Context: an optimization exercise on an open-source flow, tuned for small area. The choices shown serve that exercise and are no tape-out recipe. Function was checked by simulation only, so behaviour that the tests miss may differ from the original. The clock port is modelled as an ideal driver; clocking choices that lean on that would not hold on a real chip.

$ cat flow/config.mk
export PLATFORM = sky130hd
export DESIGN_NAME = boron_top
export DESIGN_NICKNAME = boron_top
export VERILOG_FILES = /design/flow/design.v
export SDC_FILE = /design/flow/constraint.sdc
export NUM_CORES = 4
export LEC_CHECK = 0
export CAP_MARGIN = 20
export CORE_MARGIN = 2
export CORE_UTILIZATION = 70
export SLEW_MARGIN = 20
export SYNTH_HIERARCHICAL = 1
$ cat flow/constraint.sdc
create_clock -name core_clock -period 5.0 [get_ports {clk}]
set_input_delay 1.0000 -clock core_clock [delete_from_list [all_inputs] [get_ports {clk}]]
set_output_delay 1.0000 -clock core_clock [all_outputs]
set_load 0.01 [all_outputs]
$ cat flow/design.v
module sbox_s (x, y);
  input [3:0] x;
  output [3:0] y;
  wire n4, n5, n7, n15, n17, n23, n24, n25, n29, n32, n33;
  c_xnor2 g4 (.A(x[0]), .B(x[2]), .Y(n4));
  c_o2bb2ai g5 (.A1_N(x[0]), .A2_N(n4), .B1(x[1]), .B2(n4), .Y(n5));
  c_nor2 g7 (.A(x[3]), .B(x[0]), .Y(n7));
  c_xor2 g15 (.A(n7), .B(x[1]), .X(n15));
  c_xnor2 g17 (.A(n4), .B(n15), .Y(n17));
  c_a21oi g23 (.A1(x[3]), .A2(x[0]), .B1(n7), .Y(n23));
  c_nand2 g24 (.A(x[2]), .B(n15), .Y(n24));
  c_o21ai g25 (.A1(n15), .A2(x[2]), .B1(n23), .Y(n25));
  c_xnor2 g29 (.A(n25), .B(n5), .Y(n29));
  c_o31ai g32 (.A1(x[2]), .A2(n15), .A3(n23), .B1(n25), .Y(n32));
  c_o21ai g33 (.A1(n23), .A2(x[2]), .B1(n24), .Y(n33));
  assign y[0] = n17;
  assign y[1] = n33;
  assign y[2] = n32;
  assign y[3] = n29;
endmodule
module sbox_k (x, y);
  input [3:0] x;
  output [3:0] y;
  wire n4, n5, n6, n7, n8, n12, n13, n14, n16, n19, n22, n30;
  c_xor2 g4 (.A(x[0]), .B(x[3]), .X(n4));
  c_nand2 g5 (.A(x[3]), .B(n4), .Y(n5));
  c_xnor2 g6 (.A(n5), .B(x[2]), .Y(n6));
  c_o21a g7 (.A1(x[0]), .A2(x[1]), .B1(x[2]), .X(n7));
  c_xor2 g8 (.A(x[1]), .B(n6), .X(n8));
  c_a21oi g12 (.A1(x[3]), .A2(n8), .B1(n7), .Y(n12));
  c_a22o g13 (.A1(n4), .A2(x[2]), .B1(x[3]), .B2(n5), .X(n13));
  c_o21a g14 (.A1(n6), .A2(x[0]), .B1(n12), .X(n14));
  c_nand2 g16 (.A(x[1]), .B(n13), .Y(n16));
  c_o21ai g19 (.A1(n7), .A2(n4), .B1(n16), .Y(n19));
  c_o22ai g22 (.A1(x[3]), .A2(n12), .B1(n7), .B2(n14), .Y(n22));
  c_o22ai g30 (.A1(n13), .A2(x[1]), .B1(n12), .B2(n4), .Y(n30));
  assign y[0] = n8;
  assign y[1] = n19;
  assign y[2] = n30;
  assign y[3] = n22;
endmodule
module c_a21oi (A1, A2, B1, Y);
input A1;
input A2;
input B1;
output Y;
assign Y = (~A1&~B1) | (~A2&~B1);
endmodule
module c_a22o (A1, A2, B1, B2, X);
input A1;
input A2;
input B1;
input B2;
output X;
assign X = (B1&B2) | (A1&A2);
endmodule
module c_clkinv (A, Y);
input A;
output Y;
assign Y = (~A);
endmodule
module c_nand2 (A, B, Y);
input A;
input B;
output Y;
assign Y = (~A) | (~B);
endmodule
module c_nand3 (A, B, C, Y);
input A;
input B;
input C;
output Y;
assign Y = (~A) | (~B) | (~C);
endmodule
module c_nand4 (A, B, C, D, Y);
input A;
input B;
input C;
input D;
output Y;
assign Y = (~A) | (~B) | (~C) | (~D);
endmodule
module c_nor2 (A, B, Y);
input A;
input B;
output Y;
assign Y = (~A&~B);
endmodule
module c_o21a (A1, A2, B1, X);
input A1;
input A2;
input B1;
output X;
assign X = (A1&B1) | (A2&B1);
endmodule
module c_o21ai (A1, A2, B1, Y);
input A1;
input A2;
input B1;
output Y;
assign Y = (~A1&~A2) | (~B1);
endmodule
module c_o22a (A1, A2, B1, B2, X);
input A1;
input A2;
input B1;
input B2;
output X;
assign X = (A1&B1) | (A2&B1) | (A1&B2) | (A2&B2);
endmodule
module c_o22ai (A1, A2, B1, B2, Y);
input A1;
input A2;
input B1;
input B2;
output Y;
assign Y = (~B1&~B2) | (~A1&~A2);
endmodule
module c_o2bb2ai (A1_N, A2_N, B1, B2, Y);
input A1_N;
input A2_N;
input B1;
input B2;
output Y;
assign Y = (~B1&~B2) | (A1_N&A2_N);
endmodule
module c_o31ai (A1, A2, A3, B1, Y);
input A1;
input A2;
input A3;
input B1;
output Y;
assign Y = (~A1&~A2&~A3) | (~B1);
endmodule
module c_xnor2 (A, B, Y);
input A;
input B;
output Y;
assign Y = (~A&~B) | (A&B);
endmodule
module c_xor2 (A, B, X);
input A;
input B;
output X;
assign X = (A&~B) | (~A&B);
endmodule
module counter (clk, reset, count);
  input clk;
  input reset;
  output reg [4:0] count;
  wire [4:0] n;
  wire e1, a2, e2, a3, e3, a4, e4;
  c_nor2 u_n0 (.A(reset), .B(count[0]), .Y(n[0]));
  c_xnor2 u_e1 (.A(count[1]), .B(count[0]), .Y(e1));
  c_nor2 u_n1 (.A(reset), .B(e1), .Y(n[1]));
  c_nand2 u_a2 (.A(count[1]), .B(count[0]), .Y(a2));
  c_xor2 u_e2 (.A(count[2]), .B(a2), .X(e2));
  c_nor2 u_n2 (.A(reset), .B(e2), .Y(n[2]));
  c_nand3 u_a3 (.A(count[2]), .B(count[1]), .C(count[0]), .Y(a3));
  c_xor2 u_e3 (.A(count[3]), .B(a3), .X(e3));
  c_nor2 u_n3 (.A(reset), .B(e3), .Y(n[3]));
  c_nand4 u_a4 (.A(count[3]), .B(count[2]), .C(count[1]), .D(count[0]), .Y(a4));
  c_xor2 u_e4 (.A(count[4]), .B(a4), .X(e4));
  c_nor2 u_n4 (.A(reset), .B(e4), .Y(n[4]));
  always @(posedge clk)
    count <= n;
endmodule
module boron_top (clk, plain_txt, key_in, cipher_txt, select, count1, reset);
input [63:0] plain_txt;
input [127:0] key_in;
input clk, select, reset;
output [63:0] cipher_txt;
output [4:0] count1;
reg [63:0] state_n;
reg [127:0] key;
wire [4:0] count;
wire ns;
wire [63:0] si, so, x;
wire [63:0] nstate_n;
wire [127:0] s, nkey;
wire [15:0] t1, t2;
assign count1 = count;
counter c2 (clk, reset, count);
c_clkinv u_ns (.A(select), .Y(ns));
always @(posedge clk) begin
  state_n <= nstate_n;
  key <= nkey;
end
c_xnor2 u_si0 (.A(state_n[0]), .B(key[0]), .Y(si[0]));
c_xnor2 u_si1 (.A(state_n[1]), .B(key[1]), .Y(si[1]));
c_xnor2 u_si2 (.A(state_n[2]), .B(key[2]), .Y(si[2]));
c_xnor2 u_si3 (.A(state_n[3]), .B(key[3]), .Y(si[3]));
c_xnor2 u_si4 (.A(state_n[4]), .B(key[4]), .Y(si[4]));
c_xnor2 u_si5 (.A(state_n[5]), .B(key[5]), .Y(si[5]));
c_xnor2 u_si6 (.A(state_n[6]), .B(key[6]), .Y(si[6]));
c_xnor2 u_si7 (.A(state_n[7]), .B(key[7]), .Y(si[7]));
c_xnor2 u_si8 (.A(state_n[8]), .B(key[8]), .Y(si[8]));
c_xnor2 u_si9 (.A(state_n[9]), .B(key[9]), .Y(si[9]));
c_xnor2 u_si10 (.A(state_n[10]), .B(key[10]), .Y(si[10]));
c_xnor2 u_si11 (.A(state_n[11]), .B(key[11]), .Y(si[11]));
c_xnor2 u_si12 (.A(state_n[12]), .B(key[12]), .Y(si[12]));
c_xnor2 u_si13 (.A(state_n[13]), .B(key[13]), .Y(si[13]));
c_xnor2 u_si14 (.A(state_n[14]), .B(key[14]), .Y(si[14]));
c_xnor2 u_si15 (.A(state_n[15]), .B(key[15]), .Y(si[15]));
c_xnor2 u_si16 (.A(state_n[16]), .B(key[16]), .Y(si[16]));
c_xnor2 u_si17 (.A(state_n[17]), .B(key[17]), .Y(si[17]));
c_xnor2 u_si18 (.A(state_n[18]), .B(key[18]), .Y(si[18]));
c_xnor2 u_si19 (.A(state_n[19]), .B(key[19]), .Y(si[19]));
c_xnor2 u_si20 (.A(state_n[20]), .B(key[20]), .Y(si[20]));
c_xnor2 u_si21 (.A(state_n[21]), .B(key[21]), .Y(si[21]));
c_xnor2 u_si22 (.A(state_n[22]), .B(key[22]), .Y(si[22]));
c_xnor2 u_si23 (.A(state_n[23]), .B(key[23]), .Y(si[23]));
c_xnor2 u_si24 (.A(state_n[24]), .B(key[24]), .Y(si[24]));
c_xnor2 u_si25 (.A(state_n[25]), .B(key[25]), .Y(si[25]));
c_xnor2 u_si26 (.A(state_n[26]), .B(key[26]), .Y(si[26]));
c_xnor2 u_si27 (.A(state_n[27]), .B(key[27]), .Y(si[27]));
c_xnor2 u_si28 (.A(state_n[28]), .B(key[28]), .Y(si[28]));
c_xnor2 u_si29 (.A(state_n[29]), .B(key[29]), .Y(si[29]));
c_xnor2 u_si30 (.A(state_n[30]), .B(key[30]), .Y(si[30]));
c_xnor2 u_si31 (.A(state_n[31]), .B(key[31]), .Y(si[31]));
c_xnor2 u_si32 (.A(state_n[32]), .B(key[32]), .Y(si[32]));
c_xnor2 u_si33 (.A(state_n[33]), .B(key[33]), .Y(si[33]));
c_xnor2 u_si34 (.A(state_n[34]), .B(key[34]), .Y(si[34]));
c_xnor2 u_si35 (.A(state_n[35]), .B(key[35]), .Y(si[35]));
c_xnor2 u_si36 (.A(state_n[36]), .B(key[36]), .Y(si[36]));
c_xnor2 u_si37 (.A(state_n[37]), .B(key[37]), .Y(si[37]));
c_xnor2 u_si38 (.A(state_n[38]), .B(key[38]), .Y(si[38]));
c_xnor2 u_si39 (.A(state_n[39]), .B(key[39]), .Y(si[39]));
c_xnor2 u_si40 (.A(state_n[40]), .B(key[40]), .Y(si[40]));
c_xnor2 u_si41 (.A(state_n[41]), .B(key[41]), .Y(si[41]));
c_xnor2 u_si42 (.A(state_n[42]), .B(key[42]), .Y(si[42]));
c_xnor2 u_si43 (.A(state_n[43]), .B(key[43]), .Y(si[43]));
c_xnor2 u_si44 (.A(state_n[44]), .B(key[44]), .Y(si[44]));
c_xnor2 u_si45 (.A(state_n[45]), .B(key[45]), .Y(si[45]));
c_xnor2 u_si46 (.A(state_n[46]), .B(key[46]), .Y(si[46]));
c_xnor2 u_si47 (.A(state_n[47]), .B(key[47]), .Y(si[47]));
c_xnor2 u_si48 (.A(state_n[48]), .B(key[48]), .Y(si[48]));
c_xnor2 u_si49 (.A(state_n[49]), .B(key[49]), .Y(si[49]));
c_xnor2 u_si50 (.A(state_n[50]), .B(key[50]), .Y(si[50]));
c_xnor2 u_si51 (.A(state_n[51]), .B(key[51]), .Y(si[51]));
c_xnor2 u_si52 (.A(state_n[52]), .B(key[52]), .Y(si[52]));
c_xnor2 u_si53 (.A(state_n[53]), .B(key[53]), .Y(si[53]));
c_xnor2 u_si54 (.A(state_n[54]), .B(key[54]), .Y(si[54]));
c_xnor2 u_si55 (.A(state_n[55]), .B(key[55]), .Y(si[55]));
c_xnor2 u_si56 (.A(state_n[56]), .B(key[56]), .Y(si[56]));
c_xnor2 u_si57 (.A(state_n[57]), .B(key[57]), .Y(si[57]));
c_xnor2 u_si58 (.A(state_n[58]), .B(key[58]), .Y(si[58]));
c_xnor2 u_si59 (.A(state_n[59]), .B(key[59]), .Y(si[59]));
c_xnor2 u_si60 (.A(state_n[60]), .B(key[60]), .Y(si[60]));
c_xnor2 u_si61 (.A(state_n[61]), .B(key[61]), .Y(si[61]));
c_xnor2 u_si62 (.A(state_n[62]), .B(key[62]), .Y(si[62]));
c_xnor2 u_si63 (.A(state_n[63]), .B(key[63]), .Y(si[63]));
assign cipher_txt = si;
sbox_s u_sb0 (.x(si[3:0]), .y(so[3:0]));
sbox_s u_sb1 (.x(si[7:4]), .y(so[7:4]));
sbox_s u_sb2 (.x(si[11:8]), .y(so[11:8]));
sbox_s u_sb3 (.x(si[15:12]), .y(so[15:12]));
sbox_s u_sb4 (.x(si[19:16]), .y(so[19:16]));
sbox_s u_sb5 (.x(si[23:20]), .y(so[23:20]));
sbox_s u_sb6 (.x(si[27:24]), .y(so[27:24]));
sbox_s u_sb7 (.x(si[31:28]), .y(so[31:28]));
sbox_s u_sb8 (.x(si[35:32]), .y(so[35:32]));
sbox_s u_sb9 (.x(si[39:36]), .y(so[39:36]));
sbox_s u_sb10 (.x(si[43:40]), .y(so[43:40]));
sbox_s u_sb11 (.x(si[47:44]), .y(so[47:44]));
sbox_s u_sb12 (.x(si[51:48]), .y(so[51:48]));
sbox_s u_sb13 (.x(si[55:52]), .y(so[55:52]));
sbox_s u_sb14 (.x(si[59:56]), .y(so[59:56]));
sbox_s u_sb15 (.x(si[63:60]), .y(so[63:60]));
c_xnor2 u_t1_0 (.A(so[33]), .B(so[7]), .Y(t1[0]));
c_xor2 u_t2_0 (.A(so[63]), .B(so[20]), .X(t2[0]));
c_xnor2 u_x63_0 (.A(so[63]), .B(t1[0]), .Y(x[48]));
assign x[32] = t1[0];
assign x[16] = t2[0];
c_xnor2 u_x15_0 (.A(t2[0]), .B(so[7]), .Y(x[0]));
c_xor2 u_t1_1 (.A(so[34]), .B(so[8]), .X(t1[1]));
c_xnor2 u_t2_1 (.A(so[48]), .B(so[21]), .Y(t2[1]));
c_xnor2 u_x63_1 (.A(so[48]), .B(t1[1]), .Y(x[49]));
assign x[33] = t1[1];
assign x[17] = t2[1];
c_xnor2 u_x15_1 (.A(t2[1]), .B(so[8]), .Y(x[1]));
c_xnor2 u_t1_2 (.A(so[35]), .B(so[9]), .Y(t1[2]));
c_xnor2 u_t2_2 (.A(so[49]), .B(so[22]), .Y(t2[2]));
c_xor2 u_x63_2 (.A(so[49]), .B(t1[2]), .X(x[50]));
assign x[34] = t1[2];
assign x[18] = t2[2];
c_xor2 u_x15_2 (.A(t2[2]), .B(so[9]), .X(x[2]));
c_xor2 u_t1_3 (.A(so[36]), .B(so[10]), .X(t1[3]));
c_xor2 u_t2_3 (.A(so[50]), .B(so[23]), .X(t2[3]));
c_xnor2 u_x63_3 (.A(so[50]), .B(t1[3]), .Y(x[51]));
assign x[35] = t1[3];
assign x[19] = t2[3];
c_xnor2 u_x15_3 (.A(t2[3]), .B(so[10]), .Y(x[3]));
c_xnor2 u_t1_4 (.A(so[37]), .B(so[11]), .Y(t1[4]));
c_xor2 u_t2_4 (.A(so[51]), .B(so[24]), .X(t2[4]));
c_xnor2 u_x63_4 (.A(so[51]), .B(t1[4]), .Y(x[52]));
assign x[36] = t1[4];
assign x[20] = t2[4];
c_xnor2 u_x15_4 (.A(t2[4]), .B(so[11]), .Y(x[4]));
c_xor2 u_t1_5 (.A(so[38]), .B(so[12]), .X(t1[5]));
c_xnor2 u_t2_5 (.A(so[52]), .B(so[25]), .Y(t2[5]));
c_xnor2 u_x63_5 (.A(so[52]), .B(t1[5]), .Y(x[53]));
assign x[37] = t1[5];
assign x[21] = t2[5];
c_xnor2 u_x15_5 (.A(t2[5]), .B(so[12]), .Y(x[5]));
c_xnor2 u_t1_6 (.A(so[39]), .B(so[13]), .Y(t1[6]));
c_xnor2 u_t2_6 (.A(so[53]), .B(so[26]), .Y(t2[6]));
c_xor2 u_x63_6 (.A(so[53]), .B(t1[6]), .X(x[54]));
assign x[38] = t1[6];
assign x[22] = t2[6];
c_xor2 u_x15_6 (.A(t2[6]), .B(so[13]), .X(x[6]));
c_xor2 u_t1_7 (.A(so[40]), .B(so[14]), .X(t1[7]));
c_xor2 u_t2_7 (.A(so[54]), .B(so[27]), .X(t2[7]));
c_xnor2 u_x63_7 (.A(so[54]), .B(t1[7]), .Y(x[55]));
assign x[39] = t1[7];
assign x[23] = t2[7];
c_xnor2 u_x15_7 (.A(t2[7]), .B(so[14]), .Y(x[7]));
c_xnor2 u_t1_8 (.A(so[41]), .B(so[15]), .Y(t1[8]));
c_xor2 u_t2_8 (.A(so[55]), .B(so[28]), .X(t2[8]));
c_xnor2 u_x63_8 (.A(so[55]), .B(t1[8]), .Y(x[56]));
assign x[40] = t1[8];
assign x[24] = t2[8];
c_xnor2 u_x15_8 (.A(t2[8]), .B(so[15]), .Y(x[8]));
c_xor2 u_t1_9 (.A(so[42]), .B(so[0]), .X(t1[9]));
c_xnor2 u_t2_9 (.A(so[56]), .B(so[29]), .Y(t2[9]));
c_xnor2 u_x63_9 (.A(so[56]), .B(t1[9]), .Y(x[57]));
assign x[41] = t1[9];
assign x[25] = t2[9];
c_xnor2 u_x15_9 (.A(t2[9]), .B(so[0]), .Y(x[9]));
c_xnor2 u_t1_10 (.A(so[43]), .B(so[1]), .Y(t1[10]));
c_xnor2 u_t2_10 (.A(so[57]), .B(so[30]), .Y(t2[10]));
c_xor2 u_x63_10 (.A(so[57]), .B(t1[10]), .X(x[58]));
assign x[42] = t1[10];
assign x[26] = t2[10];
c_xor2 u_x15_10 (.A(t2[10]), .B(so[1]), .X(x[10]));
c_xor2 u_t1_11 (.A(so[44]), .B(so[2]), .X(t1[11]));
c_xor2 u_t2_11 (.A(so[58]), .B(so[31]), .X(t2[11]));
c_xnor2 u_x63_11 (.A(so[58]), .B(t1[11]), .Y(x[59]));
assign x[43] = t1[11];
assign x[27] = t2[11];
c_xnor2 u_x15_11 (.A(t2[11]), .B(so[2]), .Y(x[11]));
c_xnor2 u_t1_12 (.A(so[45]), .B(so[3]), .Y(t1[12]));
c_xor2 u_t2_12 (.A(so[59]), .B(so[16]), .X(t2[12]));
c_xnor2 u_x63_12 (.A(so[59]), .B(t1[12]), .Y(x[60]));
assign x[44] = t1[12];
assign x[28] = t2[12];
c_xnor2 u_x15_12 (.A(t2[12]), .B(so[3]), .Y(x[12]));
c_xor2 u_t1_13 (.A(so[46]), .B(so[4]), .X(t1[13]));
c_xnor2 u_t2_13 (.A(so[60]), .B(so[17]), .Y(t2[13]));
c_xnor2 u_x63_13 (.A(so[60]), .B(t1[13]), .Y(x[61]));
assign x[45] = t1[13];
assign x[29] = t2[13];
c_xnor2 u_x15_13 (.A(t2[13]), .B(so[4]), .Y(x[13]));
c_xnor2 u_t1_14 (.A(so[47]), .B(so[5]), .Y(t1[14]));
c_xnor2 u_t2_14 (.A(so[61]), .B(so[18]), .Y(t2[14]));
c_xor2 u_x63_14 (.A(so[61]), .B(t1[14]), .X(x[62]));
assign x[46] = t1[14];
assign x[30] = t2[14];
c_xor2 u_x15_14 (.A(t2[14]), .B(so[5]), .X(x[14]));
c_xor2 u_t1_15 (.A(so[32]), .B(so[6]), .X(t1[15]));
c_xor2 u_t2_15 (.A(so[62]), .B(so[19]), .X(t2[15]));
c_xnor2 u_x63_15 (.A(so[62]), .B(t1[15]), .Y(x[63]));
assign x[47] = t1[15];
assign x[31] = t2[15];
c_xnor2 u_x15_15 (.A(t2[15]), .B(so[6]), .Y(x[15]));
c_o22ai u_ms0 (.A1(select), .A2(x[0]), .B1(ns), .B2(plain_txt[0]), .Y(nstate_n[0]));
c_o22ai u_ms1 (.A1(select), .A2(x[1]), .B1(ns), .B2(plain_txt[1]), .Y(nstate_n[1]));
c_o22ai u_ms2 (.A1(select), .A2(x[2]), .B1(ns), .B2(plain_txt[2]), .Y(nstate_n[2]));
c_o22ai u_ms3 (.A1(select), .A2(x[3]), .B1(ns), .B2(plain_txt[3]), .Y(nstate_n[3]));
c_o22ai u_ms4 (.A1(select), .A2(x[4]), .B1(ns), .B2(plain_txt[4]), .Y(nstate_n[4]));
c_o22ai u_ms5 (.A1(select), .A2(x[5]), .B1(ns), .B2(plain_txt[5]), .Y(nstate_n[5]));
c_o22ai u_ms6 (.A1(select), .A2(x[6]), .B1(ns), .B2(plain_txt[6]), .Y(nstate_n[6]));
c_o22ai u_ms7 (.A1(select), .A2(x[7]), .B1(ns), .B2(plain_txt[7]), .Y(nstate_n[7]));
c_o22ai u_ms8 (.A1(select), .A2(x[8]), .B1(ns), .B2(plain_txt[8]), .Y(nstate_n[8]));
c_o22ai u_ms9 (.A1(select), .A2(x[9]), .B1(ns), .B2(plain_txt[9]), .Y(nstate_n[9]));
c_o22ai u_ms10 (.A1(select), .A2(x[10]), .B1(ns), .B2(plain_txt[10]), .Y(nstate_n[10]));
c_o22ai u_ms11 (.A1(select), .A2(x[11]), .B1(ns), .B2(plain_txt[11]), .Y(nstate_n[11]));
c_o22ai u_ms12 (.A1(select), .A2(x[12]), .B1(ns), .B2(plain_txt[12]), .Y(nstate_n[12]));
c_o22ai u_ms13 (.A1(select), .A2(x[13]), .B1(ns), .B2(plain_txt[13]), .Y(nstate_n[13]));
c_o22ai u_ms14 (.A1(select), .A2(x[14]), .B1(ns), .B2(plain_txt[14]), .Y(nstate_n[14]));
c_o22ai u_ms15 (.A1(select), .A2(x[15]), .B1(ns), .B2(plain_txt[15]), .Y(nstate_n[15]));
c_o22ai u_ms16 (.A1(select), .A2(x[16]), .B1(ns), .B2(plain_txt[16]), .Y(nstate_n[16]));
c_o22ai u_ms17 (.A1(select), .A2(x[17]), .B1(ns), .B2(plain_txt[17]), .Y(nstate_n[17]));
c_o22ai u_ms18 (.A1(select), .A2(x[18]), .B1(ns), .B2(plain_txt[18]), .Y(nstate_n[18]));
c_o22ai u_ms19 (.A1(select), .A2(x[19]), .B1(ns), .B2(plain_txt[19]), .Y(nstate_n[19]));
c_o22ai u_ms20 (.A1(select), .A2(x[20]), .B1(ns), .B2(plain_txt[20]), .Y(nstate_n[20]));
c_o22ai u_ms21 (.A1(select), .A2(x[21]), .B1(ns), .B2(plain_txt[21]), .Y(nstate_n[21]));
c_o22ai u_ms22 (.A1(select), .A2(x[22]), .B1(ns), .B2(plain_txt[22]), .Y(nstate_n[22]));
c_o22ai u_ms23 (.A1(select), .A2(x[23]), .B1(ns), .B2(plain_txt[23]), .Y(nstate_n[23]));
c_o22ai u_ms24 (.A1(select), .A2(x[24]), .B1(ns), .B2(plain_txt[24]), .Y(nstate_n[24]));
c_o22ai u_ms25 (.A1(select), .A2(x[25]), .B1(ns), .B2(plain_txt[25]), .Y(nstate_n[25]));
c_o22ai u_ms26 (.A1(select), .A2(x[26]), .B1(ns), .B2(plain_txt[26]), .Y(nstate_n[26]));
c_o22ai u_ms27 (.A1(select), .A2(x[27]), .B1(ns), .B2(plain_txt[27]), .Y(nstate_n[27]));
c_o22ai u_ms28 (.A1(select), .A2(x[28]), .B1(ns), .B2(plain_txt[28]), .Y(nstate_n[28]));
c_o22ai u_ms29 (.A1(select), .A2(x[29]), .B1(ns), .B2(plain_txt[29]), .Y(nstate_n[29]));
c_o22ai u_ms30 (.A1(select), .A2(x[30]), .B1(ns), .B2(plain_txt[30]), .Y(nstate_n[30]));
c_o22ai u_ms31 (.A1(select), .A2(x[31]), .B1(ns), .B2(plain_txt[31]), .Y(nstate_n[31]));
c_o22ai u_ms32 (.A1(select), .A2(x[32]), .B1(ns), .B2(plain_txt[32]), .Y(nstate_n[32]));
c_o22ai u_ms33 (.A1(select), .A2(x[33]), .B1(ns), .B2(plain_txt[33]), .Y(nstate_n[33]));
c_o22ai u_ms34 (.A1(select), .A2(x[34]), .B1(ns), .B2(plain_txt[34]), .Y(nstate_n[34]));
c_o22ai u_ms35 (.A1(select), .A2(x[35]), .B1(ns), .B2(plain_txt[35]), .Y(nstate_n[35]));
c_o22ai u_ms36 (.A1(select), .A2(x[36]), .B1(ns), .B2(plain_txt[36]), .Y(nstate_n[36]));
c_o22ai u_ms37 (.A1(select), .A2(x[37]), .B1(ns), .B2(plain_txt[37]), .Y(nstate_n[37]));
c_o22ai u_ms38 (.A1(select), .A2(x[38]), .B1(ns), .B2(plain_txt[38]), .Y(nstate_n[38]));
c_o22ai u_ms39 (.A1(select), .A2(x[39]), .B1(ns), .B2(plain_txt[39]), .Y(nstate_n[39]));
c_o22ai u_ms40 (.A1(select), .A2(x[40]), .B1(ns), .B2(plain_txt[40]), .Y(nstate_n[40]));
c_o22ai u_ms41 (.A1(select), .A2(x[41]), .B1(ns), .B2(plain_txt[41]), .Y(nstate_n[41]));
c_o22ai u_ms42 (.A1(select), .A2(x[42]), .B1(ns), .B2(plain_txt[42]), .Y(nstate_n[42]));
c_o22ai u_ms43 (.A1(select), .A2(x[43]), .B1(ns), .B2(plain_txt[43]), .Y(nstate_n[43]));
c_o22ai u_ms44 (.A1(select), .A2(x[44]), .B1(ns), .B2(plain_txt[44]), .Y(nstate_n[44]));
c_o22ai u_ms45 (.A1(select), .A2(x[45]), .B1(ns), .B2(plain_txt[45]), .Y(nstate_n[45]));
c_o22ai u_ms46 (.A1(select), .A2(x[46]), .B1(ns), .B2(plain_txt[46]), .Y(nstate_n[46]));
c_o22ai u_ms47 (.A1(select), .A2(x[47]), .B1(ns), .B2(plain_txt[47]), .Y(nstate_n[47]));
c_o22ai u_ms48 (.A1(select), .A2(x[48]), .B1(ns), .B2(plain_txt[48]), .Y(nstate_n[48]));
c_o22ai u_ms49 (.A1(select), .A2(x[49]), .B1(ns), .B2(plain_txt[49]), .Y(nstate_n[49]));
c_o22ai u_ms50 (.A1(select), .A2(x[50]), .B1(ns), .B2(plain_txt[50]), .Y(nstate_n[50]));
c_o22ai u_ms51 (.A1(select), .A2(x[51]), .B1(ns), .B2(plain_txt[51]), .Y(nstate_n[51]));
c_o22ai u_ms52 (.A1(select), .A2(x[52]), .B1(ns), .B2(plain_txt[52]), .Y(nstate_n[52]));
c_o22ai u_ms53 (.A1(select), .A2(x[53]), .B1(ns), .B2(plain_txt[53]), .Y(nstate_n[53]));
c_o22ai u_ms54 (.A1(select), .A2(x[54]), .B1(ns), .B2(plain_txt[54]), .Y(nstate_n[54]));
c_o22ai u_ms55 (.A1(select), .A2(x[55]), .B1(ns), .B2(plain_txt[55]), .Y(nstate_n[55]));
c_o22ai u_ms56 (.A1(select), .A2(x[56]), .B1(ns), .B2(plain_txt[56]), .Y(nstate_n[56]));
c_o22ai u_ms57 (.A1(select), .A2(x[57]), .B1(ns), .B2(plain_txt[57]), .Y(nstate_n[57]));
c_o22ai u_ms58 (.A1(select), .A2(x[58]), .B1(ns), .B2(plain_txt[58]), .Y(nstate_n[58]));
c_o22ai u_ms59 (.A1(select), .A2(x[59]), .B1(ns), .B2(plain_txt[59]), .Y(nstate_n[59]));
c_o22ai u_ms60 (.A1(select), .A2(x[60]), .B1(ns), .B2(plain_txt[60]), .Y(nstate_n[60]));
c_o22ai u_ms61 (.A1(select), .A2(x[61]), .B1(ns), .B2(plain_txt[61]), .Y(nstate_n[61]));
c_o22ai u_ms62 (.A1(select), .A2(x[62]), .B1(ns), .B2(plain_txt[62]), .Y(nstate_n[62]));
c_o22ai u_ms63 (.A1(select), .A2(x[63]), .B1(ns), .B2(plain_txt[63]), .Y(nstate_n[63]));
assign s = {key[114:0], key[127:115]};
wire [127:0] ks;
sbox_k u_ks0 (.x(s[3:0]), .y(ks[3:0]));
sbox_k u_ks1 (.x(s[7:4]), .y(ks[7:4]));
assign ks[58:8] = s[58:8];
c_xor2 u_kc0 (.A(s[59]), .B(count[0]), .X(ks[59]));
c_xor2 u_kc1 (.A(s[60]), .B(count[1]), .X(ks[60]));
c_xor2 u_kc2 (.A(s[61]), .B(count[2]), .X(ks[61]));
c_xor2 u_kc3 (.A(s[62]), .B(count[3]), .X(ks[62]));
c_xor2 u_kc4 (.A(s[63]), .B(count[4]), .X(ks[63]));
assign ks[127:64] = s[127:64];
c_o22a u_mk0 (.A1(select), .A2(ks[0]), .B1(ns), .B2(key_in[0]), .X(nkey[0]));
c_o22a u_mk1 (.A1(select), .A2(ks[1]), .B1(ns), .B2(key_in[1]), .X(nkey[1]));
c_o22a u_mk2 (.A1(select), .A2(ks[2]), .B1(ns), .B2(key_in[2]), .X(nkey[2]));
c_o22a u_mk3 (.A1(select), .A2(ks[3]), .B1(ns), .B2(key_in[3]), .X(nkey[3]));
c_o22a u_mk4 (.A1(select), .A2(ks[4]), .B1(ns), .B2(key_in[4]), .X(nkey[4]));
c_o22a u_mk5 (.A1(select), .A2(ks[5]), .B1(ns), .B2(key_in[5]), .X(nkey[5]));
c_o22a u_mk6 (.A1(select), .A2(ks[6]), .B1(ns), .B2(key_in[6]), .X(nkey[6]));
c_o22a u_mk7 (.A1(select), .A2(ks[7]), .B1(ns), .B2(key_in[7]), .X(nkey[7]));
c_o22a u_mk8 (.A1(select), .A2(ks[8]), .B1(ns), .B2(key_in[8]), .X(nkey[8]));
c_o22a u_mk9 (.A1(select), .A2(ks[9]), .B1(ns), .B2(key_in[9]), .X(nkey[9]));
c_o22a u_mk10 (.A1(select), .A2(ks[10]), .B1(ns), .B2(key_in[10]), .X(nkey[10]));
c_o22a u_mk11 (.A1(select), .A2(ks[11]), .B1(ns), .B2(key_in[11]), .X(nkey[11]));
c_o22a u_mk12 (.A1(select), .A2(ks[12]), .B1(ns), .B2(key_in[12]), .X(nkey[12]));
c_o22a u_mk13 (.A1(select), .A2(ks[13]), .B1(ns), .B2(key_in[13]), .X(nkey[13]));
c_o22a u_mk14 (.A1(select), .A2(ks[14]), .B1(ns), .B2(key_in[14]), .X(nkey[14]));
c_o22a u_mk15 (.A1(select), .A2(ks[15]), .B1(ns), .B2(key_in[15]), .X(nkey[15]));
c_o22a u_mk16 (.A1(select), .A2(ks[16]), .B1(ns), .B2(key_in[16]), .X(nkey[16]));
c_o22a u_mk17 (.A1(select), .A2(ks[17]), .B1(ns), .B2(key_in[17]), .X(nkey[17]));
c_o22a u_mk18 (.A1(select), .A2(ks[18]), .B1(ns), .B2(key_in[18]), .X(nkey[18]));
c_o22a u_mk19 (.A1(select), .A2(ks[19]), .B1(ns), .B2(key_in[19]), .X(nkey[19]));
c_o22a u_mk20 (.A1(select), .A2(ks[20]), .B1(ns), .B2(key_in[20]), .X(nkey[20]));
c_o22a u_mk21 (.A1(select), .A2(ks[21]), .B1(ns), .B2(key_in[21]), .X(nkey[21]));
c_o22a u_mk22 (.A1(select), .A2(ks[22]), .B1(ns), .B2(key_in[22]), .X(nkey[22]));
c_o22a u_mk23 (.A1(select), .A2(ks[23]), .B1(ns), .B2(key_in[23]), .X(nkey[23]));
c_o22a u_mk24 (.A1(select), .A2(ks[24]), .B1(ns), .B2(key_in[24]), .X(nkey[24]));
c_o22a u_mk25 (.A1(select), .A2(ks[25]), .B1(ns), .B2(key_in[25]), .X(nkey[25]));
c_o22a u_mk26 (.A1(select), .A2(ks[26]), .B1(ns), .B2(key_in[26]), .X(nkey[26]));
c_o22a u_mk27 (.A1(select), .A2(ks[27]), .B1(ns), .B2(key_in[27]), .X(nkey[27]));
c_o22a u_mk28 (.A1(select), .A2(ks[28]), .B1(ns), .B2(key_in[28]), .X(nkey[28]));
c_o22a u_mk29 (.A1(select), .A2(ks[29]), .B1(ns), .B2(key_in[29]), .X(nkey[29]));
c_o22a u_mk30 (.A1(select), .A2(ks[30]), .B1(ns), .B2(key_in[30]), .X(nkey[30]));
c_o22a u_mk31 (.A1(select), .A2(ks[31]), .B1(ns), .B2(key_in[31]), .X(nkey[31]));
c_o22a u_mk32 (.A1(select), .A2(ks[32]), .B1(ns), .B2(key_in[32]), .X(nkey[32]));
c_o22a u_mk33 (.A1(select), .A2(ks[33]), .B1(ns), .B2(key_in[33]), .X(nkey[33]));
c_o22a u_mk34 (.A1(select), .A2(ks[34]), .B1(ns), .B2(key_in[34]), .X(nkey[34]));
c_o22a u_mk35 (.A1(select), .A2(ks[35]), .B1(ns), .B2(key_in[35]), .X(nkey[35]));
c_o22a u_mk36 (.A1(select), .A2(ks[36]), .B1(ns), .B2(key_in[36]), .X(nkey[36]));
c_o22a u_mk37 (.A1(select), .A2(ks[37]), .B1(ns), .B2(key_in[37]), .X(nkey[37]));
c_o22a u_mk38 (.A1(select), .A2(ks[38]), .B1(ns), .B2(key_in[38]), .X(nkey[38]));
c_o22a u_mk39 (.A1(select), .A2(ks[39]), .B1(ns), .B2(key_in[39]), .X(nkey[39]));
c_o22a u_mk40 (.A1(select), .A2(ks[40]), .B1(ns), .B2(key_in[40]), .X(nkey[40]));
c_o22a u_mk41 (.A1(select), .A2(ks[41]), .B1(ns), .B2(key_in[41]), .X(nkey[41]));
c_o22a u_mk42 (.A1(select), .A2(ks[42]), .B1(ns), .B2(key_in[42]), .X(nkey[42]));
c_o22a u_mk43 (.A1(select), .A2(ks[43]), .B1(ns), .B2(key_in[43]), .X(nkey[43]));
c_o22a u_mk44 (.A1(select), .A2(ks[44]), .B1(ns), .B2(key_in[44]), .X(nkey[44]));
c_o22a u_mk45 (.A1(select), .A2(ks[45]), .B1(ns), .B2(key_in[45]), .X(nkey[45]));
c_o22a u_mk46 (.A1(select), .A2(ks[46]), .B1(ns), .B2(key_in[46]), .X(nkey[46]));
c_o22a u_mk47 (.A1(select), .A2(ks[47]), .B1(ns), .B2(key_in[47]), .X(nkey[47]));
c_o22a u_mk48 (.A1(select), .A2(ks[48]), .B1(ns), .B2(key_in[48]), .X(nkey[48]));
c_o22a u_mk49 (.A1(select), .A2(ks[49]), .B1(ns), .B2(key_in[49]), .X(nkey[49]));
c_o22a u_mk50 (.A1(select), .A2(ks[50]), .B1(ns), .B2(key_in[50]), .X(nkey[50]));
c_o22a u_mk51 (.A1(select), .A2(ks[51]), .B1(ns), .B2(key_in[51]), .X(nkey[51]));
c_o22a u_mk52 (.A1(select), .A2(ks[52]), .B1(ns), .B2(key_in[52]), .X(nkey[52]));
c_o22a u_mk53 (.A1(select), .A2(ks[53]), .B1(ns), .B2(key_in[53]), .X(nkey[53]));
c_o22a u_mk54 (.A1(select), .A2(ks[54]), .B1(ns), .B2(key_in[54]), .X(nkey[54]));
c_o22a u_mk55 (.A1(select), .A2(ks[55]), .B1(ns), .B2(key_in[55]), .X(nkey[55]));
c_o22a u_mk56 (.A1(select), .A2(ks[56]), .B1(ns), .B2(key_in[56]), .X(nkey[56]));
c_o22a u_mk57 (.A1(select), .A2(ks[57]), .B1(ns), .B2(key_in[57]), .X(nkey[57]));
c_o22a u_mk58 (.A1(select), .A2(ks[58]), .B1(ns), .B2(key_in[58]), .X(nkey[58]));
c_o22a u_mk59 (.A1(select), .A2(ks[59]), .B1(ns), .B2(key_in[59]), .X(nkey[59]));
c_o22a u_mk60 (.A1(select), .A2(ks[60]), .B1(ns), .B2(key_in[60]), .X(nkey[60]));
c_o22a u_mk61 (.A1(select), .A2(ks[61]), .B1(ns), .B2(key_in[61]), .X(nkey[61]));
c_o22a u_mk62 (.A1(select), .A2(ks[62]), .B1(ns), .B2(key_in[62]), .X(nkey[62]));
c_o22a u_mk63 (.A1(select), .A2(ks[63]), .B1(ns), .B2(key_in[63]), .X(nkey[63]));
c_o22a u_mk64 (.A1(select), .A2(ks[64]), .B1(ns), .B2(key_in[64]), .X(nkey[64]));
c_o22a u_mk65 (.A1(select), .A2(ks[65]), .B1(ns), .B2(key_in[65]), .X(nkey[65]));
c_o22a u_mk66 (.A1(select), .A2(ks[66]), .B1(ns), .B2(key_in[66]), .X(nkey[66]));
c_o22a u_mk67 (.A1(select), .A2(ks[67]), .B1(ns), .B2(key_in[67]), .X(nkey[67]));
c_o22a u_mk68 (.A1(select), .A2(ks[68]), .B1(ns), .B2(key_in[68]), .X(nkey[68]));
c_o22a u_mk69 (.A1(select), .A2(ks[69]), .B1(ns), .B2(key_in[69]), .X(nkey[69]));
c_o22a u_mk70 (.A1(select), .A2(ks[70]), .B1(ns), .B2(key_in[70]), .X(nkey[70]));
c_o22a u_mk71 (.A1(select), .A2(ks[71]), .B1(ns), .B2(key_in[71]), .X(nkey[71]));
c_o22a u_mk72 (.A1(select), .A2(ks[72]), .B1(ns), .B2(key_in[72]), .X(nkey[72]));
c_o22a u_mk73 (.A1(select), .A2(ks[73]), .B1(ns), .B2(key_in[73]), .X(nkey[73]));
c_o22a u_mk74 (.A1(select), .A2(ks[74]), .B1(ns), .B2(key_in[74]), .X(nkey[74]));
c_o22a u_mk75 (.A1(select), .A2(ks[75]), .B1(ns), .B2(key_in[75]), .X(nkey[75]));
c_o22a u_mk76 (.A1(select), .A2(ks[76]), .B1(ns), .B2(key_in[76]), .X(nkey[76]));
c_o22a u_mk77 (.A1(select), .A2(ks[77]), .B1(ns), .B2(key_in[77]), .X(nkey[77]));
c_o22a u_mk78 (.A1(select), .A2(ks[78]), .B1(ns), .B2(key_in[78]), .X(nkey[78]));
c_o22a u_mk79 (.A1(select), .A2(ks[79]), .B1(ns), .B2(key_in[79]), .X(nkey[79]));
c_o22a u_mk80 (.A1(select), .A2(ks[80]), .B1(ns), .B2(key_in[80]), .X(nkey[80]));
c_o22a u_mk81 (.A1(select), .A2(ks[81]), .B1(ns), .B2(key_in[81]), .X(nkey[81]));
c_o22a u_mk82 (.A1(select), .A2(ks[82]), .B1(ns), .B2(key_in[82]), .X(nkey[82]));
c_o22a u_mk83 (.A1(select), .A2(ks[83]), .B1(ns), .B2(key_in[83]), .X(nkey[83]));
c_o22a u_mk84 (.A1(select), .A2(ks[84]), .B1(ns), .B2(key_in[84]), .X(nkey[84]));
c_o22a u_mk85 (.A1(select), .A2(ks[85]), .B1(ns), .B2(key_in[85]), .X(nkey[85]));
c_o22a u_mk86 (.A1(select), .A2(ks[86]), .B1(ns), .B2(key_in[86]), .X(nkey[86]));
c_o22a u_mk87 (.A1(select), .A2(ks[87]), .B1(ns), .B2(key_in[87]), .X(nkey[87]));
c_o22a u_mk88 (.A1(select), .A2(ks[88]), .B1(ns), .B2(key_in[88]), .X(nkey[88]));
c_o22a u_mk89 (.A1(select), .A2(ks[89]), .B1(ns), .B2(key_in[89]), .X(nkey[89]));
c_o22a u_mk90 (.A1(select), .A2(ks[90]), .B1(ns), .B2(key_in[90]), .X(nkey[90]));
c_o22a u_mk91 (.A1(select), .A2(ks[91]), .B1(ns), .B2(key_in[91]), .X(nkey[91]));
c_o22a u_mk92 (.A1(select), .A2(ks[92]), .B1(ns), .B2(key_in[92]), .X(nkey[92]));
c_o22a u_mk93 (.A1(select), .A2(ks[93]), .B1(ns), .B2(key_in[93]), .X(nkey[93]));
c_o22a u_mk94 (.A1(select), .A2(ks[94]), .B1(ns), .B2(key_in[94]), .X(nkey[94]));
c_o22a u_mk95 (.A1(select), .A2(ks[95]), .B1(ns), .B2(key_in[95]), .X(nkey[95]));
c_o22a u_mk96 (.A1(select), .A2(ks[96]), .B1(ns), .B2(key_in[96]), .X(nkey[96]));
c_o22a u_mk97 (.A1(select), .A2(ks[97]), .B1(ns), .B2(key_in[97]), .X(nkey[97]));
c_o22a u_mk98 (.A1(select), .A2(ks[98]), .B1(ns), .B2(key_in[98]), .X(nkey[98]));
c_o22a u_mk99 (.A1(select), .A2(ks[99]), .B1(ns), .B2(key_in[99]), .X(nkey[99]));
c_o22a u_mk100 (.A1(select), .A2(ks[100]), .B1(ns), .B2(key_in[100]), .X(nkey[100]));
c_o22a u_mk101 (.A1(select), .A2(ks[101]), .B1(ns), .B2(key_in[101]), .X(nkey[101]));
c_o22a u_mk102 (.A1(select), .A2(ks[102]), .B1(ns), .B2(key_in[102]), .X(nkey[102]));
c_o22a u_mk103 (.A1(select), .A2(ks[103]), .B1(ns), .B2(key_in[103]), .X(nkey[103]));
c_o22a u_mk104 (.A1(select), .A2(ks[104]), .B1(ns), .B2(key_in[104]), .X(nkey[104]));
c_o22a u_mk105 (.A1(select), .A2(ks[105]), .B1(ns), .B2(key_in[105]), .X(nkey[105]));
c_o22a u_mk106 (.A1(select), .A2(ks[106]), .B1(ns), .B2(key_in[106]), .X(nkey[106]));
c_o22a u_mk107 (.A1(select), .A2(ks[107]), .B1(ns), .B2(key_in[107]), .X(nkey[107]));
c_o22a u_mk108 (.A1(select), .A2(ks[108]), .B1(ns), .B2(key_in[108]), .X(nkey[108]));
c_o22a u_mk109 (.A1(select), .A2(ks[109]), .B1(ns), .B2(key_in[109]), .X(nkey[109]));
c_o22a u_mk110 (.A1(select), .A2(ks[110]), .B1(ns), .B2(key_in[110]), .X(nkey[110]));
c_o22a u_mk111 (.A1(select), .A2(ks[111]), .B1(ns), .B2(key_in[111]), .X(nkey[111]));
c_o22a u_mk112 (.A1(select), .A2(ks[112]), .B1(ns), .B2(key_in[112]), .X(nkey[112]));
c_o22a u_mk113 (.A1(select), .A2(ks[113]), .B1(ns), .B2(key_in[113]), .X(nkey[113]));
c_o22a u_mk114 (.A1(select), .A2(ks[114]), .B1(ns), .B2(key_in[114]), .X(nkey[114]));
c_o22a u_mk115 (.A1(select), .A2(ks[115]), .B1(ns), .B2(key_in[115]), .X(nkey[115]));
c_o22a u_mk116 (.A1(select), .A2(ks[116]), .B1(ns), .B2(key_in[116]), .X(nkey[116]));
c_o22a u_mk117 (.A1(select), .A2(ks[117]), .B1(ns), .B2(key_in[117]), .X(nkey[117]));
c_o22a u_mk118 (.A1(select), .A2(ks[118]), .B1(ns), .B2(key_in[118]), .X(nkey[118]));
c_o22a u_mk119 (.A1(select), .A2(ks[119]), .B1(ns), .B2(key_in[119]), .X(nkey[119]));
c_o22a u_mk120 (.A1(select), .A2(ks[120]), .B1(ns), .B2(key_in[120]), .X(nkey[120]));
c_o22a u_mk121 (.A1(select), .A2(ks[121]), .B1(ns), .B2(key_in[121]), .X(nkey[121]));
c_o22a u_mk122 (.A1(select), .A2(ks[122]), .B1(ns), .B2(key_in[122]), .X(nkey[122]));
c_o22a u_mk123 (.A1(select), .A2(ks[123]), .B1(ns), .B2(key_in[123]), .X(nkey[123]));
c_o22a u_mk124 (.A1(select), .A2(ks[124]), .B1(ns), .B2(key_in[124]), .X(nkey[124]));
c_o22a u_mk125 (.A1(select), .A2(ks[125]), .B1(ns), .B2(key_in[125]), .X(nkey[125]));
c_o22a u_mk126 (.A1(select), .A2(ks[126]), .B1(ns), .B2(key_in[126]), .X(nkey[126]));
c_o22a u_mk127 (.A1(select), .A2(ks[127]), .B1(ns), .B2(key_in[127]), .X(nkey[127]));
endmodule
$ cat flow/flow/run.sh
#!/bin/bash
# Own layout flow: the standard synthesis, then the standard ORFS steps with
# smaller port buffers, synthesis buffers removed, every cell first downsized to
# its smallest drive strength, and a clock tree of small buffers,
# shrunk after CTS while the flip-flop clock slew stays low.
set -euo pipefail
cd "$(dirname "$0")/.."
F=$PWD/flow
bash standard.sh synth > synth.log 2>&1
bash standard.sh \
  REMOVE_ABC_BUFFERS=1 \
  POST_FLOORPLAN_TCL=$F/post_floorplan.tcl \
  POST_CTS_TCL=$F/post_cts.tcl \
  BUFFER_PORTS_ARGS="-buffer_cell sky130_fd_sc_hd__buf_1" \
  CTS_ARGS="-sink_clustering_enable -repair_clock_nets -dont_use_dummy_load -buf_list sky130_fd_sc_hd__clkbuf_8" \
  finish > layout.log 2>&1
$ cat flow/flow/downsize.tcl
proc my_downsize_all {} {
  set dont_use {}
  if { [info exists ::env(DONT_USE_CELLS)] } { set dont_use $::env(DONT_USE_CELLS) }
  set best [dict create]
  set n 0
  set saved 0.0
  foreach inst [get_cells *] {
    set lc [get_lib_cells -of_objects $inst]
    set name [get_name $lc]
    if { ![regexp {^(sky130_fd_sc_hd__[a-z0-9]+)_[0-9]+$} $name -> fam] } { continue }
    if { [string match "*df*" $fam] || [string match "*tap*" $fam] || [string match "*conb*" $fam] } { continue }
    if { ![dict exists $best $fam] } {
      set bc ""
      set ba 1e9
      foreach c [get_lib_cells ${fam}_*] {
        set cn [get_name $c]
        if { ![regexp "^${fam}_\[0-9\]+\$" $cn] } { continue }
        if { [lsearch -exact $dont_use $cn] >= 0 } { continue }
        set a [get_property $c area]
        if { $a < $ba } { set ba $a; set bc $cn }
      }
      dict set best $fam [list $bc $ba]
    }
    lassign [dict get $best $fam] bc ba
    if { $bc ne "" && $bc ne $name } {
      set a0 [get_property $lc area]
      if { $ba < $a0 } {
        replace_cell $inst $bc
        incr n
        set saved [expr { $saved + $a0 - $ba }]
      }
    }
  }
  puts "my_downsize_all: resized $n cells, saved $saved um^2"
}
my_downsize_all
$ cat flow/flow/post_cts.tcl
proc my_max_clk_slew {} {
  set m 0.0
  foreach p [get_pins -hierarchical */CLK] {
    set s [get_property $p slew_max]
    if { $s > $m } { set m $s }
  }
  return $m
}
proc my_shrink_clock_buffers { limit } {
  estimate_parasitics -placement
  puts "my_shrink_clock_buffers: start max clk slew [my_max_clk_slew]"
  foreach to {sky130_fd_sc_hd__clkbuf_4 sky130_fd_sc_hd__clkbuf_2} {
    foreach inst [get_cells *] {
      # only the buffers CTS made (named clkbuf_*), not port or repair buffers
      if { ![string match clkbuf_* [get_name $inst]] } { continue }
      set from [get_property $inst ref_name]
      if { ![string match sky130_fd_sc_hd__clkbuf_* $from] } { continue }
      if { $from eq $to } { continue }
      if { [get_property [get_lib_cells $from] area] <= [get_property [get_lib_cells $to] area] } { continue }
      replace_cell $inst $to
      estimate_parasitics -placement
      if { [my_max_clk_slew] > $limit } {
        replace_cell $inst $from
        estimate_parasitics -placement
      } else {
        puts "my_shrink_clock_buffers: [get_name $inst] $from -> $to"
      }
    }
  }
  puts "my_shrink_clock_buffers: end max clk slew [my_max_clk_slew]"
}
my_shrink_clock_buffers 0.121
$ cat flow/flow/post_floorplan.tcl
source [file join [file dirname [info script]] downsize.tcl]
$ cat flow/standard.sh
#!/bin/bash
# synth_recipe.tcl (not shown) runs the flow's synth.tcl, then flattens the netlist and writes it again
# the make line also repeats each setting of config.mk as NAME=value (left out here)
make -C /OpenROAD-flow-scripts/flow DESIGN_CONFIG=/design/flow/config.mk WORK_HOME=/design/flow/orfs CLKGATE_MAP_FILE= SYNTH_SCRIPT=/design/flow/synth_recipe.tcl "${@:-finish}"
==> run_results.csv <==
group,metric,value,unit
status,status,"no timing/DRC/antenna violations",
finish,fin_cells,1192,
logic_synthesis,syn-mean-instance-area,10.9,sq um
setup_path,path_class,"reg -> out",
logic_synthesis,synth_common_cells,"197 x dfxtp_1, 155 x xnor2_1, 128 x o22a_1",
logic_synthesis,synth_edf_count,0,
die,fp.dieH,116,microns
drt,wl_per_cell,17.6,microns
sta,worstMarginPinSlew,878,ps
setup_path,path_cells,"xnor2_1 -> buf_1",
logic_synthesis,ys_seq_area_frac,0.447,
clocking,cts.sinks,197,
logic_synthesis,ys_seq_elements,197,
finish,regArea,3940,sq um
logic_synthesis,synthCells,807,
sta,setup_tns,0,ps
sta,hold_violations,0,
logic_synthesis,syn_area,8830,sq um
drt,num_vias,6789,
logic_synthesis,synth_cell_types,17,
sta,fin_hold_ws,431,ps
placed_design,dp_hpwl,15900,microns
setup_path,crit_arrival,1680,ps
sta,min_period,2680,ps
sta,rsz0062_at_grt,"no",
setup_path,crit_family,"XOR/XNOR gates",
setup_path,crit_slowest_cell,"xnor2_1",
logic_synthesis,yosysMostFrequentCell,"dfxtp_1",
sta,setup_viol,0,
logic_synthesis,synth_top_flop_cell,"dfxtp_1",
sta,skew,37.5,ps
setup_path,cp_num_buf_inv,1,
finish,nets,1216,
sta,fmax,373,MHz
global_routing,grt_overflow_total,0,
sta,slew_headroom,0.415,
logic_synthesis,ys_async_sr_fraction,0,
setup_path,critPathCaptureType,"output pin",
logic_synthesis,yosysWarnings,8,
placed_design,dp_cells,1174,
die,die_area,13500,sq um
job,maxCapViolCount,0,
finish,multi_input_area,4100,sq um
placed_design,gp_congestion,0.918,
global_routing,grt_pass1_vias,6166,
finish,final_core_util,0.760,
global_routing,track_usage,0.304,
global_routing,grt_pass1_wl,30800,microns
drt,postRouteWirelength,21000,microns
global_routing,grt_start_max_net_pins,121,
hold_path,min-delay-path-class,"reg -> reg",
global_routing,grt_antenna_before_repair,1,
drt,drc,0,
sta,period_share,0.536,
drt,via_per_inst,5.70,
logic_synthesis,synthDominantCellAreaShare,0.447,
die,rows,41,
drt,drtIter0Drc,482,
setup_path,cp_max_fo,6,
placed_design,port_buffers,263,
finish,area_growth,7.31,%
drt,first_pass_iters,5,
drt,detail-route-antenna-nets,0,
finish,fill_cells,997,
logic_synthesis,synth_top_cell_by_area,"dfxtp_1",
sta,drv_slew,0,
clocking,clock_latency,600,ps
die,pin_count,264,
die,die_w,116,microns
die,coreArea,12500,sq um
setup_path,cp-start-kind,"flop",
clocking,clk_pin_slew_worst_paths,120,ps
die,start_util,0.709,
setup_path,max_stage_delay,490,ps
setup_path,required,4000,ps
logic_synthesis,synthTopCellsByArea,"dfxtp_1 45%, xnor2_1 15%, o22a_1 13%",
clocking,cts_tree,"done",
finish,drive_above_1_share,0.0226,
## cells by family after synthesis
| group | after synthesis | synth area share |
|---|---|---|
| AO/OA/AOI/OAI | 286 | 0.267 |
| XOR/XNOR | 207 | 0.205 |
| flip-flops | 197 | 0.447 |
| buffers and inverters | 73 | 0.0616 |
| AND/OR/NAND/NOR | 44 | 0.0191 |
## metrics by stage
stage / instance area, sq um / setup slack (ps)
6_report: 9480 / 2320
3_5_place_dp: 9290 / 2080
3_3_place_gp: 9290 / 2100
5_1_grt: 9480 / 2190
2_1_floorplan: 8290 / 806
## final timing paths
check	cells past startpoint	from	endpoint	slack [ps]
setup reg to reg	8	key[56]$_DFF_P_	state_n[12]$_DFF_P_	2480
setup / recovery	2	key[58]$_DFF_P_	cipher_txt[58]	2320
hold / removal	1	key[101]$_DFF_P_	key[114]$_DFF_P_	430
hold reg to reg	1	key[101]$_DFF_P_	key[114]$_DFF_P_	430
## state kept, by name, indices dropped and copies added (netlist names)
signal	cells
state_n	64
key	128
c2.count	5
## area by class of cell
cell class	instances	share of cell area
Multi-Input combinational cell	537	0.432
Sequential cell	197	0.416
Timing Repair Buffer	267	0.108
Tap cell	172	0.0227
Clock buffer	17	0.0201
Inverter	1	0.000924
Antenna cell	1	0.000264
## Yosys stat by module, one instance, submodules excluded, a selection
| module | copies in the design | cell area [sq um] | cells | flops+latches |
|---|---|---|---|---|
| c_xnor2 | 155 | 8.76 | 1 | 0 |
| c_nand3 | 1 | 5.00 | 1 | 0 |
| sbox_s | 16 | 30.0 | 4 | 0 |
| c_nor2 | 21 | 3.75 | 1 | 0 |
| counter | 1 | 100 | 5 | 5 |
| c_o22a | 128 | 8.76 | 1 | 0 |
| c_clkinv | 1 | 3.75 | 1 | 0 |
## metal layers
layer	vias to the layer above	wire length, microns	GRT usage
met5	-	0	0
li1	3318	-	-
met1	3151	8810	0.382
met4	0	662	0.132
met3	44	1770	0.0939
met2	276	9770	0.486
## layout by cell type (no fill, tap or decap), drive strengths merged
cell / Yosys / layout
buf: 72 / 266
inv: 1 / 1
a22o: 2 / 2
o22a: 128 / 128
nand3: 1 / 1
xnor2: 155 / 155
o22ai: 68 / 68
o31ai: 16 / 16
o21a: 4 / 4
a21oi: 18 / 18
o2bb2ai: 16 / 16
o21ai: 34 / 34
xor2: 52 / 52
nand2: 21 / 21
clkbuf: 0 / 18
nand4: 1 / 1
dfxtp: 197 / 197
diode: 0 / 1
nor2: 21 / 21

==> separate check: timing with driven ports <==
In the flow no input, the clock included, has a driving cell. The finished layout below was timed again as built, in two steps.
Step 1, drivers: a clkbuf_16 drives clk and a buf_2 each remaining input, both assumed.
Step 2 adds t to the input delays and takes it off the output delays; t is the mean of the earliest and latest rising clock arrival at the registers after step 1. Input paths then give back, and output paths get back, about the clock's delay inside the block.
Three values: ideal, step 1, step 2; two values: the first two.
shift t [ns]: 0.620
setup WS [ns]: 2.322 / 2.279 / 2.012
worst hold slack (ns): 0.431 / 0.431 / 0.431
worst setup path after step 2: input to register
worst slew at a driven data input, ns: 0.06
After both steps setup and hold are still met in this run. The setup slack of this run moves by -0.043 ns with the drivers and by -0.310 ns with both steps.
